Background: an optimization exercise with open tools, aiming at a short achievable clock period and few clock cycles. Do not read the settings as production practice.
Only simulation tests tie the RTL to the original design; equivalence was not proved.

==> run a: inputs <==
// mips
module mips
  (
   input         clk,
   input         rst,
   output [31:0] imem_addr,
   input [31:0]  imem_data,
   output        wb_en,
   output [4:0]  wb_reg,
   output [31:0] wb_data
   );
==> flow/config.mk <==
export PLATFORM = sky130hd
export DESIGN_NAME = mips
export DESIGN_NICKNAME = mips
export VERILOG_FILES = /design/flow/design.v
export SDC_FILE = /design/flow/constraint.sdc
export NUM_CORES = 4
export LEC_CHECK = 0
export CAP_MARGIN = 20
export CORE_MARGIN = 2
export CORE_UTILIZATION = 40
export SLEW_MARGIN = 20
export SYNTH_HIERARCHICAL = 1
==> flow/constraint.sdc <==
create_clock -name core_clock -period 160.0 [get_ports {clk}]
set_input_delay 32.0000 -clock core_clock [delete_from_list [all_inputs] [get_ports {clk}]]
set_output_delay 32.0000 -clock core_clock [all_outputs]
set_load 0.01 [all_outputs]
standard.sh (not shown) runs the stock make flow with config.mk's settings and CLKGATE_MAP_FILE= SYNTH_SCRIPT=/design/flow/synth_recipe.tcl, a recipe that flattens the netlist after the stock synthesis.
==> flow/flow/run.sh <==
#!/bin/bash
# The standard layout, with repair_timing aiming for a setup slack of
# REPAIR_MARGIN ns instead of the flow's few ns, so that the resizer works on
# the paths the achieved period depends on. The SDC is the design's.
set -euo pipefail
REPAIR_MARGIN=128
bash standard.sh SETUP_SLACK_MARGIN=$REPAIR_MARGIN finish > standard_make.log 2>&1
==> run b: changes against run a <==
--- a/flow/design.v
+++ b/flow/design.v
@@ -172,23 +172,19 @@
    input [4:0]   RT,
    input [4:0]   RC,
    input [4:0]   RD,
    output [31:0] busA,
    output [31:0] busB,
    output [31:0] busC,
    output [31:0] busD,
-   output [31:0] written_next,
    input         rst,
    input         clk
    );
     reg [31:0]   registers[31:1];
     reg [31:1]   written;
-    assign written_next = {written, 1'b0} |
-                          ((write_enable && write_register != 5'd0) ? (32'd1 << write_register) : 32'd0) |
-                          ((write_enable2 && write_register2 != 5'd0) ? (32'd1 << write_register2) : 32'd0);
     assign busA = (RS == 5'd0 || !written[RS]) ? 32'd0 : registers[RS];
     assign busB = (RT == 5'd0 || !written[RT]) ? 32'd0 : registers[RT];
     assign busC = (RC == 5'd0 || !written[RC]) ? 32'd0 : registers[RC];
     assign busD = (RD == 5'd0 || !written[RD]) ? 32'd0 : registers[RD];
     always@(posedge clk)
     begin
         if(rst)
@@ -210,26 +206,24 @@
     end  
 endmodule  
 module fetch_next
   (
    input [31:0]  word,
    input         early_taken,    
    input [31:0]  early_target,
-   input [31:0]  written,        
    input [31:0]  pc_plus4,
    input [31:0]  pc_plus8,
    input [31:0]  pc_plus12,
    input [31:0]  pc_plus16,
    output [31:0] next_pc,
    output        taken           
    );
     wire        is_j = word[31:26] == 6'b000010;
     wire        ubeq = word[31:26] == 6'b000100 && word[15:2] == 14'd0 &&
-                       (word[25:21] == word[20:16] ||
-                        (!written[word[25:21]] && !written[word[20:16]]));
+                       word[25:21] == word[20:16];
     reg [31:0]  ubeq_target;
     always @(*)
     begin
         case (word[1:0])
           2'd0: ubeq_target = pc_plus4;
           2'd1: ubeq_target = pc_plus8;
           2'd2: ubeq_target = pc_plus12;
@@ -255,16 +249,14 @@
     reg [31:0]  ir;           
     reg         ir_valid;
     assign imem_addr = pc;
     wire [31:0] pc_plus4 = pc + 32'd4;
     wire [31:0] pc_plus8 = pc + 32'd8;
     wire [31:0] pc_plus12 = pc + 32'd12;
     wire [31:0] pc_plus16 = pc + 32'd16;
-    wire [31:0] written_next;
-    wire [31:0] written_soon;
     wire [31:0] fetch_next_pc;
     wire        fetch_taken;
     wire [5:0]  opcode = ir[31:26];
     wire [4:0]  RS = ir[25:21];
     wire [4:0]  RT = ir[20:16];
     wire [4:0]  RD = ir[15:11];
     wire [5:0]  funct = ir[5:0];
@@ -349,30 +341,27 @@
             .is_lui(is_lui),
             .is_addi(is_addi),
             .funct(funct),
             .result(alu_out));
     wire [31:0] result = alu_out;
     wire        do_write = writes && !is_div && !stall;
     wire        div_write = div_busy && div_dest != 5'd0;
-    assign written_soon = written_next |
-                          ((ir_valid && is_div && RD != 5'd0) ? (32'd1 << RD) : 32'd0);
     wire        beq_taken = ir_valid && is_beq && !ir_taken && !stall &&
                             ir[15:0] != 16'd0 && busA == busB;
     wire [31:0] beq_target = pc + {immediate[29:0], 2'b00};
     wire        e_fwd = do_write && dest != 5'd0;
     wire [31:0] early_a = (e_fwd && dest == bt_hit_rs) ? alu_out : busC;
     wire [31:0] early_b = (e_fwd && dest == bt_hit_rt) ? alu_out : busD;
     wire        early_taken = bt_hit && !(ir_valid && is_div) &&
                               !(div_busy && (bt_hit_rs == div_dest || bt_hit_rt == div_dest)) &&
                               early_a == early_b;
     fetch_next fetch_next(
                           .word(imem_data),
                           .early_taken(early_taken),
                           .early_target(bt_hit_target),
-                          .written(written_soon),
                           .pc_plus4(pc_plus4),
                           .pc_plus8(pc_plus8),
                           .pc_plus12(pc_plus12),
                           .pc_plus16(pc_plus16),
                           .next_pc(fetch_next_pc),
                           .taken(fetch_taken));
     register_file reg_file(
@@ -386,15 +375,14 @@
                            .RT(RT),
                            .RC(bt_hit_rs),
                            .RD(bt_hit_rt),
                            .busA(busA),
                            .busB(busB),
                            .busC(busC),
                            .busD(busD),
-                           .written_next(written_next),
                            .rst(rst),
                            .clk(clk));
     always @(posedge clk)
     begin
         if (rst)
           div_busy <= 1'b0;
         else
==> summary.txt <==
Run status: run b complete, no violations; run a complete, no violations
Via Count: run b 165300; run a 166400
Area fraction of clock buffers and clock inverters: run b 0.03264; run a 0.03171
Largest fanout on the critical path: run b 2; run a 4
Wire length on met3: run b 101600 um; run a 109500 um
Met3 track demand over resource: run b 0.09199; run a 0.1083
Vias in the first global route: run b 156700; run a 155700
Vias/cell: run b 6.481; run a 6.500
Floorplan Core Area: run b 474800 um2; run a 478300 um2
Clock insertion delay at the later pin of the skew report: run b 1.00 ns; run a 1.03 ns
Max-slew headroom at the worst pin: run b 0.1271; run a 0.1102
Setup slack of the most critical reg-to-reg path: run b 129.71 ns; run a 129.78 ns
Signal buffers: run b 594; run a 649
Worst setup margin: run b 126.44 ns; run a 126.39 ns
Testbench counts of run a, summed over its fixed seeds: cycles 36,450.
Testbench counts of run b, summed over its fixed seeds: cycles 36,596.

## what the ideal ports hide
Ports are ideal in the flow. The routed layouts listed here were re-timed in OpenROAD. Step 1 sets driving cells, clkbuf_16 on the clock port and buf_2 on the other inputs (assumed; they add their load-dependent delay and slew). Step 2 also shifts input and output timing later by t, the mid clock arrival at the registers, as if the neighbouring blocks saw the same clock. a / b / c = ideal / step 1 / step 2; a / b = the first two.
run | t, ns | setup slack, ns | hold slack, ns | worst setup path after step 2 | pins driven straight from the clock port
run a | 1.080 | 126.393 / 126.261 / 125.416 | 0.490 / 0.490 / 0.490 | input to register | 1
run b | 1.065 | 126.444 / 126.325 / 125.881 | 0.562 / 0.562 / 0.562 | input to register | 1
After both steps setup and hold are still met in every run listed. For run a, which loses most, drivers alone change the setup slack by -0.132 ns; drivers and shift together by -0.977 ns.
